What follows belongs to an exercise in optimizing a design on an open flow for small area and a short achievable clock period; a production flow would make more cautious choices. The RTL was checked by simulation tests, not by an equivalence proof against the original design. Power figures rest on the tool's default switching activity, not on a simulated workload.

Setup of build 91:
==> flow/design.v (excerpt) <==
module cordic (
    input wire signed [31:0] angle,
    input wire clk, reset,
    output wire signed [31:0] x, y
);
==> flow/config.mk <==
export PLATFORM = sky130hd
export DESIGN_NAME = cordic
export DESIGN_NICKNAME = cordic
export VERILOG_FILES = /design/flow/design.v
export SDC_FILE = /design/flow/constraint.sdc
export NUM_CORES = 4
export LEC_CHECK = 0
export ABC_AREA = 1
export CAP_MARGIN = 20
export CORE_MARGIN = 2
export CORE_UTILIZATION = 60
export CTS_BUF_LIST = sky130_fd_sc_hd__clkbuf_4 sky130_fd_sc_hd__clkbuf_8
export SETUP_SLACK_MARGIN = 2.85
export SLEW_MARGIN = 20
==> flow/constraint.sdc <==
create_clock -name core_clock -period 5.0 [get_ports {clk}]
set_input_delay 1.0000 -clock core_clock [delete_from_list [all_inputs] [get_ports {clk}]]
set_output_delay 1.0000 -clock core_clock [all_outputs]
set_load 0.01 [all_outputs]
standard.sh (not shown) runs the stock make flow with config.mk's settings and CLKGATE_MAP_FILE= SYNTH_SCRIPT=/design/flow/synth_recipe.tcl, a recipe that flattens the netlist after the stock synthesis.
==> flow/flow/run.sh <==
#!/bin/bash
# Standard ORFS layout, except that the port buffers are plain buffers
# (buf_1) instead of the delay cells buffer_ports picks by default.
set -euo pipefail
export BUFFER_PORTS_ARGS="-buffer_cell sky130_fd_sc_hd__buf_1"
bash standard.sh finish > flow_standard.log 2>&1
Input changes introduced in build 66 (baseline for comparison: build 91):
# build 91
export LEC_CHECK = 0
export ABC_AREA = 1
export CAP_MARGIN = 20
export CORE_MARGIN = 2
export CORE_UTILIZATION = 60
export CTS_BUF_LIST = sky130_fd_sc_hd__clkbuf_4 sky130_fd_sc_hd__clkbuf_8
export SETUP_SLACK_MARGIN = 2.85
export SLEW_MARGIN = 20
create_clock -name core_clock -period 5.0 [get_ports {clk}]
# build 66
export LEC_CHECK = 0
export ABC_AREA = 1
export CAP_MARGIN = 20
export CORE_MARGIN = 2
export CORE_UTILIZATION = 60
export CTS_BUF_LIST = sky130_fd_sc_hd__clkbuf_4 sky130_fd_sc_hd__clkbuf_8
export SETUP_SLACK_MARGIN = 2.7
export SLEW_MARGIN = 20
create_clock -name core_clock -period 5.0 [get_ports {clk}]
Build 66 vs build 91: routed wire length down. Number of optimization iterations in the first detailed-route pass (build 66 over build 91): increase, 1. From build 66 to build 91, core region area did not move at all. Compared with build 91, build 66 shows achievable frequency that has gone down by a few percent. Diff build 91 -> build 66: critical path depth saw an increase, combinational share of power now sits at about the same level, setup slack down 0.057 ns. Status: wire length of the first global-routing pass parity (build 91, build 66). Diff build 91 -> build 66: design internal power saw little to no change, power after layout saw little to no change, met3 wire length saw a decrease.
## Diff of input files: build 96 against build 66
# build 66
export LEC_CHECK = 0
export ABC_AREA = 1
export CAP_MARGIN = 20
export CORE_MARGIN = 2
export CORE_UTILIZATION = 60
export CTS_BUF_LIST = sky130_fd_sc_hd__clkbuf_4 sky130_fd_sc_hd__clkbuf_8
export SETUP_SLACK_MARGIN = 2.7
export SLEW_MARGIN = 20
create_clock -name core_clock -period 5.0 [get_ports {clk}]
# build 96
export LEC_CHECK = 0
export CAP_MARGIN = 20
export CORE_MARGIN = 2
export CORE_UTILIZATION = 60
export CTS_BUF_LIST = sky130_fd_sc_hd__clkbuf_4 sky130_fd_sc_hd__clkbuf_8
export SETUP_SLACK_MARGIN = 2.7
export SLEW_MARGIN = 20
create_clock -name core_clock -period 5.0 [get_ports {clk}]
==> flow/flow/run.sh <==
#!/bin/bash
# Standard ORFS layout, except that the port buffers are plain buffers
# (buf_2) instead of the delay cells buffer_ports picks by default.
set -euo pipefail
export BUFFER_PORTS_ARGS="-buffer_cell sky130_fd_sc_hd__buf_2"
bash standard.sh finish > flow_standard.log 2>&1
--- outcome ---
- In terms of starting density of the core, build 96 and build 66 differ only marginally.
- Build 66 has a higher final cell count than build 96.
- Looking at critical path class, the input port to register result is from build 96; the register to register one comes from build 66.
- A largest family of logic cells by synthesized area of simple AND/OR/NAND/NOR gates is what build 66 shows, while compound AO/OA/AOI/OAI gates belongs to build 96.
- Build 96: synthesized cell count lower than build 66
- Compared with build 66, build 96 shows a worst-case clock skew that is 0.0074 ns lower.
- The run showing the greater post-placement worst setup slack is build 66.
Setup changes, build 96 to build 15
# build 96
export LEC_CHECK = 0
export CAP_MARGIN = 20
export CORE_MARGIN = 2
export CORE_UTILIZATION = 60
export CTS_BUF_LIST = sky130_fd_sc_hd__clkbuf_4 sky130_fd_sc_hd__clkbuf_8
export SETUP_SLACK_MARGIN = 2.7
export SLEW_MARGIN = 20
create_clock -name core_clock -period 5.0 [get_ports {clk}]
# build 15
export LEC_CHECK = 0
export ABC_AREA = 1
export CAP_MARGIN = 20
export CORE_MARGIN = 2
export CORE_UTILIZATION = 60
export CTS_BUF_LIST = sky130_fd_sc_hd__clkbuf_4 sky130_fd_sc_hd__clkbuf_8
export SETUP_SLACK_MARGIN = 2.7
export SLEW_MARGIN = 20
create_clock -name core_clock -period 5.0 [get_ports {clk}]
Notes after the runs:
Build 15 | status: complete | timing, DRC, antenna: pass
Actual transition at the worst max-transition pin (lower): build 96
Of build 96 and build 15, build 15 shows the higher ratio of total power to cell area, with build 96 below it.
Compared to build 96, build 15 shows a wider setup margin.
Per the comparison of build 15 with build 96, internal power contribution lost 24 µW, routed wire length went down by 1.5%, power consumption decreased about 1.8%, average footprint of a synthesized cell fell about 17%.

==> static timing again, ports no longer ideal <==
In the flow no input, the clock included, has a driving cell. The finished layouts below were timed again as built, in two steps.
Step 1 assumes that a clkbuf_16 drives the clock port and a buf_2 every other input.
Step 2 moves the port delays by t, midway between the first and last clock arrival at a register: inputs arrive t later, outputs are due t later. That takes back most of the time a late clock gives input paths.
Slacks: ideal / step 1 / step 2; pairs: ideal / step 1.
run	t, ns	setup WS [ns]	worst hold slack (ns)
build 91	0.386	2.962 / 2.962 / 2.663	0.330 / 0.330 / 0.330
build 66	0.387	2.905 / 2.886 / 2.554	0.329 / 0.329 / 0.329
build 96	0.391	2.572 / 2.554 / 2.163	0.326 / 0.326 / 0.326
build 15	0.378	2.902 / 2.891 / 2.588	0.321 / 0.321 / 0.321
After both steps setup and hold are still met in every run listed. For build 96, which loses most, drivers alone change the setup slack by -0.018 ns; drivers and shift together by -0.409 ns.
